What follows belongs to an exercise in optimizing a design on an open flow for small area and a short achievable clock period; a production flow would make more cautious choices. Only simulation tests tie the RTL to the original design; equivalence was not proved. Power figures rest on the tool's default switching activity, not on a simulated workload.

red:
==> flow/design.v (excerpt) <==
module distortion
#(
    parameter int WIDTH = 24
)
(
    input logic clk,
    input logic reset,
    input logic enable,
    input logic [WIDTH-1:0] in,
    input logic [WIDTH-1:0] gain,
    input logic [WIDTH-1:0] threshold,
    output logic [WIDTH-1:0] out
);
Size: roughly 2,100 cells after synthesis, about 240 flip-flops, about 23,000 um2 of cells after synthesis.
==> flow/config.mk <==
export PLATFORM = sky130hd
export DESIGN_NAME = distortion
export DESIGN_NICKNAME = distortion
export VERILOG_FILES = /design/flow/design.v
export SDC_FILE = /design/flow/constraint.sdc
export NUM_CORES = 4
export LEC_CHECK = 0
export CAP_MARGIN = 20
export CORE_MARGIN = 2
export CORE_UTILIZATION = 40
export SETUP_SLACK_MARGIN = 4.4
export SLEW_MARGIN = 20
export TNS_END_PERCENT = 0
==> flow/constraint.sdc <==
create_clock -name core_clock -period 7.5 [get_ports {clk}]
set_input_delay 1.5000 -clock core_clock [delete_from_list [all_inputs] [get_ports {clk}]]
set_output_delay 1.5000 -clock core_clock [all_outputs]
set_load 0.01 [all_outputs]
standard.sh (not shown) runs the stock make flow with config.mk's settings and CLKGATE_MAP_FILE= SYNTH_SCRIPT=/design/flow/synth_recipe.tcl, a recipe that flattens the netlist after the stock synthesis.
==> flow/flow/run.sh <==
#!/bin/bash
# The standard layout (standard.sh), with one change: the buffers that
# buffer_ports puts on every input and output port are plain buf_1 cells
# instead of the default clkdlybuf4s50_1 delay buffers. The make output goes to
# standard.log; ORFS keeps each step's own log under orfs/logs/.
set -euo pipefail
export BUFFER_PORTS_ARGS="-buffer_cell sky130_fd_sc_hd__buf_1"
bash standard.sh > standard.log 2>&1
#### Input delta (blue over red)
- a change of CORE_UTILIZATION from 40 to 50
==> flow/run.sh (new file) <==
#!/bin/bash
# synth_recipe.tcl (not shown) runs the flow's synth.tcl, then flattens the netlist and writes it again
# the make line also repeats each setting of config.mk as NAME=value (left out here)
make -C /OpenROAD-flow-scripts/flow DESIGN_CONFIG=/design/flow/config.mk WORK_HOME=/design/flow/orfs CLKGATE_MAP_FILE= SYNTH_SCRIPT=/design/flow/synth_recipe.tcl finish
removed: flow/flow/run.sh
removed: flow/standard.sh
- Comparing red and blue, the higher fraction of met2 tracks used by global routing was measured on blue.
- On die width, the lower figure sits with blue, not red.
- blue ends up with lower first-pass GRT wire length than red does.
- Changes observed in blue relative to red: arrival time at the worst endpoint flat; post-route cell area down 0.97%; utilization increased 11 points.
> inputs changed (blue -> green)
- CORE_UTILIZATION changed from 50 to 30
==> comparison <==
Cmp green vs blue: overall track demand over capacity in global routing lower in green. Total power of green is higher than that of blue. In green the total cell area at the placement stage turned out about 1.6% higher than in blue. For count of plain and timing-repair buffers in the layout, dividing the value from green by the value from blue gives 1.12. green against blue: final cell count grew by about 15%; final net count saw an increase; wire length increased about 10%. Looking at critical-path cell with the highest stage delay, the fa_1 result is from green; the fa_2 one comes from blue.
Modified inputs, orange compared to green
- CORE_UTILIZATION: 30 -> 40
- ~same required time of the critical path in green and orange
- Summary: cell area, orange better than green
- orange ends up with a count of instances resized after the clock tree is built that is 8 higher than in green.
- Clock skew: orange vs green — no meaningful difference
- Compared with green, orange shows a fraction of the core area covered by cells at the end of the flow that is 11 points higher.
- In the tables for green and orange, clock-buffer cell count reads higher with orange.

========
distortion, a different RTL version from the one above (not shown whole).
Size in the first run: about 2,700 cells after synthesis, ~240 flip-flops, ~99 I/O pins, ~24,000 um^2 of cells after synthesis.
make LEC_CHECK=0 ABC_AREA=1 CAP_MARGIN=20 CORE_MARGIN=2 CORE_UTILIZATION=40 SETUP_SLACK_MARGIN=4.4 SLEW_MARGIN=20 TNS_END_PERCENT=0 finish   # period 7.5 ns
run.sh (not shown) runs the stock make flow with config.mk's settings and CLKGATE_MAP_FILE= SYNTH_SCRIPT=/design/flow/synth_recipe.tcl, a recipe that flattens the netlist after the stock synthesis.
Stock flow here: none of the scripts above is used.
Next try:
- ABC_AREA: 1 -> not set
Cell count came out lower by 16%.
Sequential cell count does not change.
Routed wire length came out lower by 17%.
Die area came out lower by 3.5%.
Maximum frequency came out higher by 4.7%.
Setup slack improved by 0.16 ns.
Cell area came out lower by 6.6%.
Utilization came out lower by 1.3 points.
Next try:
- SETUP_SLACK_MARGIN: 4.4 -> 4.3
- TNS_END_PERCENT: 0 -> not set
What happened: Design area climbs by 1.9%; sequential cell count is unchanged; via count stays flat; die area does not change.
Next try:
- SETUP_SLACK_MARGIN: 4.3 -> 4.2
Cell area goes down by 1.4%.
Power goes down by 1.7%.
Cell count goes down by 0.48%.
Synthesized cell count is unchanged.
Clock skew hardly moves.
Non-clock buffer count goes down by 13.
Register-to-register slack gets worse by 0.03 ns.

========
Setup of run 1:
RTL: one of the versions met above, not the one the previous note started from.
For scale: about 1,900 cells after synthesis, roughly 99 I/O pins, ~22,000 µm² of cells after synthesis.
==> flow/config.mk <==
export PLATFORM = sky130hd
export DESIGN_NAME = distortion
export DESIGN_NICKNAME = distortion
export VERILOG_FILES = /design/flow/design.v
export SDC_FILE = /design/flow/constraint.sdc
export NUM_CORES = 4
export LEC_CHECK = 0
export CAP_MARGIN = 10
export CORE_MARGIN = 2
export CORE_UTILIZATION = 60
export CTS_BUF_LIST = sky130_fd_sc_hd__clkbuf_4 sky130_fd_sc_hd__clkbuf_8
export CTS_CLUSTER_SIZE = 20
export SETUP_SLACK_MARGIN = 4.2
export SLEW_MARGIN = 10
export TNS_END_PERCENT = 0
==> flow/constraint.sdc <==
create_clock -name core_clock -period 7.5 [get_ports {clk}]
set_input_delay 1.5000 -clock core_clock [delete_from_list [all_inputs] [get_ports {clk}]]
set_output_delay 1.5000 -clock core_clock [all_outputs]
set_load 0.01 [all_outputs]
standard.sh (not shown) runs the stock make flow with config.mk's settings and CLKGATE_MAP_FILE= SYNTH_SCRIPT=/design/flow/synth_recipe.tcl, a recipe that flattens the netlist after the stock synthesis.
==> flow/flow/run.sh <==
#!/bin/bash
# The standard layout (standard.sh) with two changes:
#  1. after the standard synthesis, flow/fixinv.py chooses the polarity of each
#     full-adder cell so that fewer inverters sit between adders (a full adder
#     is self-dual); registers and logic function are unchanged;
#  2. buffer_ports puts plain buf_1 cells on the ports instead of the default
#     clkdlybuf4s50_1 delay buffers (every port still gets its buffer).
# Each tool's output goes to a log file here; ORFS keeps each step's log under
# orfs/logs/.
set -euo pipefail
export BUFFER_PORTS_ARGS="-buffer_cell sky130_fd_sc_hd__buf_1"
R=orfs/results/${FLOW_PLATFORM:-sky130hd}/distortion/base
bash standard.sh synth > standard_synth.log 2>&1
cp $R/1_2_yosys.v $R/1_2_yosys.std.v
python3 flow/fixinv.py $R/1_2_yosys.std.v $R/1_2_yosys.v > fixinv.log 2>&1
rm -f $R/1_synth.odb $R/1_synth.sdc
bash standard.sh > standard.log 2>&1
Other scripts of this flow, unchanged in this note and not shown: flow/flow/fixinv.py
Inputs modified between run 1 and run 2:
Settings: swapping 10 for 5 in SLEW_MARGIN; swapping 10 for 5 in CAP_MARGIN.
### Flow results
Re worst setup slack before clock tree synthesis: no difference whatsoever between run 1 and run 2. As far as first-pass GRT wire length goes, run 1 and run 2 are indistinguishable; the numbers are identical. Run 2 vs. run 1: growth of design area from synthesis to finish level; design area level. Combinational share of power across run 2 and run 1: no real change.

## port drivers added, routing unchanged
No port has a modelled driver above. Below, the same layouts with a new extraction and two added sets of constraints.
Step 1 assumes that a clkbuf_16 drives the clock port and a buf_2 every other input.
Step 2, shift: input delay + t, output delay - t, t = (earliest + latest rising clock arrival at the registers) / 2. This alone moves slack from input paths to output paths.
Three values: ideal, step 1, step 2; two values: the first two.
run | shift t [ns] | slack for setup (ns) | worst register clock-pin slew, ns | worst slew at a driven data input, ns | pins driven straight from the clock port
red | 0.639 | 4.209 / 4.209 / 3.898 | 0.06 / 0.06 | 0.06 | 1
blue | 0.633 | 4.202 / 4.202 / 4.202 | 0.06 / 0.06 | 0.06 | 1
green | 0.661 | 4.234 / 4.234 / 4.234 | 0.07 / 0.07 | 0.08 | 1
orange | 0.643 | 4.194 / 4.194 / 4.043 | 0.07 / 0.07 | 0.05 | 1
the first run of note 2 | 0.643 | 4.044 / 4.044 / 4.044 | 0.07 / 0.07 | 0.05 | 1
the second run of note 2 | 0.665 | 4.199 / 4.199 / 3.825 | 0.07 / 0.07 | 0.06 | 1
the third run of note 2 | 0.667 | 4.198 / 4.198 / 3.916 | 0.06 / 0.06 | 0.05 | 1
the fourth run of note 2 | 0.655 | 4.163 / 4.163 / 3.751 | 0.06 / 0.06 | 0.05 | 1
run 1 | 0.639 | 4.183 / 4.183 / 4.183 | 0.07 / 0.07 | 0.04 | 1
run 2 | 0.639 | 4.183 / 4.183 / 4.183 | 0.07 / 0.07 | 0.04 | 1
After both steps every run listed still meets setup and hold. The setup slack of the fourth run of note 2, which loses most, moves by 0.000 ns with the drivers and by -0.412 ns with both steps.
